This design comes from an exercise in tuning for small area on the open sky130 flow, not from production work.
The RTL was checked by simulation tests, not by an equivalence proof against the original design.
No driver is modelled on the clock port, so clock power and skew are understated where the tree is cut down; a real chip needs a root buffer or a tree.
Power is estimated from default activity; no workload was simulated.

==> flow/design.v <==
`timescale 1ns / 1ps
module baudGenerator
#(
	parameter RX = 0
 )
(
	input wire clk_i, rst_i,
	input wire en_i,
	output wire tick_o,
	output wire tick2_o
);
localparam [9:0] W = 10'b0001011100;
localparam [9:0] E = 10'b0001011011;
reg[9:0] s;
wire hit = (s[8:0] == W[8:0]);
assign tick2_o = ({s[9:2], s[0]} == 9'b01011100_0);
wire[9:0] nxt = {s[8:0], s[9] ^ s[6] ^ hit};
generate
	if (RX) begin : g_rx
		always @ (posedge clk_i) begin
			if (en_i)
				s <= nxt;
			else
				s <= E;
		end
		assign tick_o = en_i & hit;
	end
	else begin : g_tx
		always @ (posedge clk_i or posedge rst_i) begin
			if (rst_i)
				s <= W;
			else
				s <= nxt;
		end
		assign tick_o = hit;
	end
endgenerate
endmodule
`timescale 1ns / 1ps
module fifo
(
	input wire clk_i, rst_i,
	input wire wr_i, rd_i, hold_i,
	input wire[7:0] data_i,
	output reg full_o,
	output wire empty_o,
	output wire sendFull_o,
	output wire fetch_o,
	output wire[7:0] fetch_data_o
);
reg[2:0] d, q;
reg lastPend;
reg[7:0] ring[0:7];
assign empty_o = (d == 3'd0) & ~full_o;
assign sendFull_o = (d == 3'd7);
wire wrOk = wr_i & ~full_o;
wire rdOk = rd_i & ~empty_o;
wire inject = ((q == 3'd0) & ~hold_i) | ((q == 3'd7) & lastPend);
integer i;
always @ (posedge clk_i) begin
	ring[0] <= ring[7];
	ring[1] <= inject ? data_i : ring[0];
	for (i = 2; i < 8; i = i + 1)
		ring[i] <= ring[i-1];
end
assign fetch_o = (q == ~d);
assign fetch_data_o = ring[0];
always @ (posedge clk_i, posedge rst_i) begin
	if (rst_i) begin
		d <= 0;
		q <= 0;
		full_o <= 0;
	end
	else begin
		d <= d + {2'b00, wrOk} - {2'b00, rdOk};
		q <= q + {2'b00, ~wrOk};
		if (wr_i & ~rd_i)
			full_o <= full_o | (d == 3'd6);
		else if (~wr_i & rd_i & ~empty_o)
			full_o <= 1'b0;
	end
end
always @ (posedge clk_i) begin
	if (wrOk)
		lastPend <= 1'b1;
	else if (q == 3'd7)
		lastPend <= 1'b0;
end
endmodule
`timescale 1ns / 1ps
module uartTX
(
	input wire clk_i, rst_i,
	input wire wr_i,
	input wire[7:0] data_i,
	output wire txDat_o, rdy_o
);
localparam [1:0] IDLE = 2'b00, SETUP_HOLD = 2'b01, START_SEND = 2'b11, DATA_SEND = 2'b10;
reg[1:0] state, nextState;
reg[3:0] pos;
reg txBit, nextBit;
wire baudTick;
wire full, empty, sendFull;
wire fetch;
wire[7:0] fetchData;
wire[2:0] nextPos = {pos[1:0], ~(pos[2] ^ (pos[1] & ~pos[0]))};
wire done = pos[3] & (pos[2:0] == 3'b011);
wire[7:0] bitSel = {fetchData[3], fetchData[4], fetchData[5], fetchData[7],
                    fetchData[2], fetchData[6], fetchData[1], fetchData[0]};
wire sending = (state == DATA_SEND);
wire busy = (state == START_SEND) | (sending & ~done);
baudGenerator #(.RX(0)) baudGen (
	.clk_i  (clk_i),
	.rst_i  (rst_i),
	.en_i   (1'b1),
	.tick_o (baudTick),
	.tick2_o()
);
fifo FifoBuffer (
	.clk_i  (clk_i),
	.rst_i  (rst_i),
	.wr_i   (wr_i),
	.rd_i   (state == SETUP_HOLD),
	.hold_i (busy & sendFull),
	.data_i (data_i),
	.full_o (full),
	.empty_o(empty),
	.sendFull_o(sendFull),
	.fetch_o(fetch),
	.fetch_data_o(fetchData)
);
wire load = ((state == IDLE) | (sending & done)) & ~empty;
always @ (*) begin
	case (state)
		IDLE:       nextState = empty ? IDLE : SETUP_HOLD;
		SETUP_HOLD: nextState = START_SEND;
		START_SEND: nextState = baudTick ? DATA_SEND : START_SEND;
		default:    nextState = load ? SETUP_HOLD : DATA_SEND;
	endcase
end
always @ (posedge clk_i or posedge rst_i) begin
	if (rst_i)
		state <= IDLE;
	else
		state <= nextState;
end
always @ (posedge clk_i) begin
	if (sending & fetch)
		nextBit <= bitSel[pos[2:0]];
	if (state == START_SEND) begin
		if (baudTick) begin
			pos <= 4'd0;
			txBit <= 1'b0;
		end
	end
	else if (sending & baudTick & ~done) begin
		pos <= {pos[3] | (pos[2:0] == 3'b100), nextPos};
		txBit <= pos[3] | nextBit;
	end
end
assign txDat_o = ~sending | done | txBit;
assign rdy_o = ~full;
endmodule
`timescale 1ns / 1ps
module uartRX
(
	input wire clk_i, rst_i,
	input wire dat_i, txFull_i,
	output wire datEn_o,
	output reg[7:0] dat_o,
	output wire[1:0] status_o,
	output wire baudEn_o, empty_o, rx_o
);
localparam [1:0] IDLE = 2'b00, RECV = 2'b10, STOP_RECV = 2'b11, LOAD = 2'b01;
reg[1:0] state, nextState;
reg stat0;
reg[3:0] count;
reg bitT;
reg empty;
wire baudTick, baud2;
wire baudEn = state[1];
assign status_o = {state[0], stat0};
wire done = ~count[3] & ~count[2] & ~count[0];
wire[3:0] nextCount = {count[2:0], ~(count[3] ^ count[2]) ^ (count[3] & count[0])};
wire keep = ~empty & txFull_i;
baudGenerator #(.RX(1)) baudGen (
	.clk_i  (clk_i),
	.rst_i  (rst_i),
	.en_i   (baudEn),
	.tick_o (baudTick),
	.tick2_o(baud2)
);
always @ (*) begin
	case (state)
		IDLE:      nextState = dat_i ? IDLE : RECV;
		RECV:      nextState = (done & dat_i) ? STOP_RECV : RECV;
		STOP_RECV: nextState = done ? STOP_RECV : LOAD;
		default:   nextState = IDLE;
	endcase
end
always @ (posedge clk_i or posedge rst_i) begin
	if (rst_i) begin
		state <= IDLE;
		stat0 <= 1'b0;
	end
	else begin
		state <= nextState;
		stat0 <= (nextState == RECV) | (nextState == LOAD);
	end
end
always @ (posedge clk_i) begin
	if (state == IDLE)
		count <= 4'd0;
	else if (baudTick)
		count <= nextCount;
end
wire shift2 = baudEn & baud2 & ~(count[0] & ~count[1] & ~count[3]);
always @ (posedge clk_i) begin
	if (baudTick)
		bitT <= dat_i;
end
always @ (posedge clk_i or posedge rst_i) begin
	if (rst_i) begin
		empty <= 1'b1;
		dat_o <= 8'hFF;
	end
	else begin
		empty <= (state != LOAD) & ~keep;
		if (shift2 & ~keep)
			dat_o <= {bitT, dat_o[7:1]};
	end
end
assign datEn_o = ~empty;
assign baudEn_o = baudEn;
assign empty_o = empty;
assign rx_o = dat_i;
endmodule
`timescale 1ns / 1ps
module uart 
(
    input wire clk_i, rst_i,
    input wire rx_i,
    output wire tx_o,
    output wire[7:0] data_o,
    output wire[1:0] status_o, 
    output wire baudEn_o, empty_o, rx_o
);
wire rxRdy, txRdy;
uartTX tx (
    .clk_i  (clk_i),
    .rst_i  (rst_i),
    .wr_i   (rxRdy),
    .data_i (data_o),
    .txDat_o(tx_o),
    .rdy_o  (txRdy)
);
uartRX rx (
    .clk_i    (clk_i),
    .rst_i    (rst_i),
    .dat_i    (rx_i),
    .txFull_i (~txRdy),
    .datEn_o  (rxRdy),
    .dat_o    (data_o),
    .status_o (status_o),
    .baudEn_o (baudEn_o),
    .empty_o  (empty_o),
    .rx_o     (rx_o)
);
endmodule
clock: 10.0 ns
lec_check: 0
cap_margin: 20
core_margin: 2
core_utilization: 40
slew_margin: 20
standard.sh (not shown) runs the stock make flow with config.mk's settings and CLKGATE_MAP_FILE= SYNTH_SCRIPT=/design/flow/synth_recipe.tcl, a recipe that flattens the netlist after the stock synthesis.
==> flow/flow/run.sh <==
#!/bin/bash
# Standard synthesis, then the standard layout (standard.sh) with two
# changes that only affect buffers, not the design's logic or registers:
#  - port buffers use sky130_fd_sc_hd__buf_1 (instead of the resizer's pick);
#  - the clock tree is built by hand (flow/mycts.tcl, run by ORFS's cts.tcl
#    before clock_tree_synthesis, which it then skips): the clock port drives
#    4 sky130_fd_sc_hd__buf_12, each driving one cluster of about a quarter
#    of the flip-flops.
# Each step's output goes to its own log here; ORFS's per-step logs are under
# orfs/logs/.
set -uo pipefail
here=$(pwd)
bash standard.sh synth > synth.log 2>&1 || exit 1
bash standard.sh \
  'BUFFER_PORTS_ARGS=-buffer_cell sky130_fd_sc_hd__buf_1' \
  PRE_CTS_TCL=$here/flow/mycts.tcl CLK_LEAVES=4 CLK_LEAF_CELL=sky130_fd_sc_hd__buf_12 \
  finish > layout.log 2>&1
Other scripts of this flow, unchanged in this note and not shown: flow/flow/mycts.tcl
Next try:
--- a/flow/design.v
+++ b/flow/design.v
@@ -71,4 +71,5 @@
 		q <= 0;
 		full_o <= 0;
+		lastPend <= 0;
 	end
 	else begin
@@ -79,11 +80,9 @@
 		else if (~wr_i & rd_i & ~empty_o)
 			full_o <= 1'b0;
-	end
-end
-always @ (posedge clk_i) begin
-	if (wrOk)
-		lastPend <= 1'b1;
-	else if (q == 3'd7)
-		lastPend <= 1'b0;
+		if (wrOk)
+			lastPend <= 1'b1;
+		else if (q == 3'd7)
+			lastPend <= 1'b0;
+	end
 end
 endmodule
@@ -104,8 +103,5 @@
 wire fetch;
 wire[7:0] fetchData;
-wire[2:0] nextPos = {pos[1:0], ~(pos[2] ^ (pos[1] & ~pos[0]))};
-wire done = pos[3] & (pos[2:0] == 3'b011);
-wire[7:0] bitSel = {fetchData[3], fetchData[4], fetchData[5], fetchData[7],
-                    fetchData[2], fetchData[6], fetchData[1], fetchData[0]};
+wire done = (pos == 4'd10);
 wire sending = (state == DATA_SEND);
 wire busy = (state == START_SEND) | (sending & ~done);
@@ -147,5 +143,5 @@
 always @ (posedge clk_i) begin
 	if (sending & fetch)
-		nextBit <= bitSel[pos[2:0]];
+		nextBit <= fetchData[pos[2:0]];
 	if (state == START_SEND) begin
 		if (baudTick) begin
@@ -155,5 +151,5 @@
 	end
 	else if (sending & baudTick & ~done) begin
-		pos <= {pos[3] | (pos[2:0] == 3'b100), nextPos};
+		pos <= pos + 1'b1;
 		txBit <= pos[3] | nextBit;
 	end
After rerunning: Register-to-register slack improved by 0.04 ns; worst hold slack got worse by 0.0051 ns; die area goes up by 0.54%; power falls by 26%; cell count barely changes.
In every run of this note, the design's own scripts or RTL, not TritonCTS, make the clock network.

re-timing with driven ports:
The flow's constraints put no driver on any port. The routed layouts listed below were extracted and timed again, unchanged, in two steps.
Step 1: set_driving_cell puts a clkbuf_16 on clk_i and a buf_2 on each other input, an assumption about the parent block.
Step 2 adds t to the input delays and takes it off the output delays; t is the mean of the earliest and latest rising clock arrival at the registers after step 1. Input paths then give back, and output paths get back, about the clock's delay inside the block.
a / b / c = ideal ports / drivers / drivers and shift; a / b = the first two.
run | t, ns | slack for setup (ns) | worst setup path after step 2
the first run | 0.217 | 5.689 / 5.668 / 5.668 | input to output
the second run | 0.222 | 5.668 / 5.647 / 5.647 | input to output
After both steps every run listed still meets setup and hold.
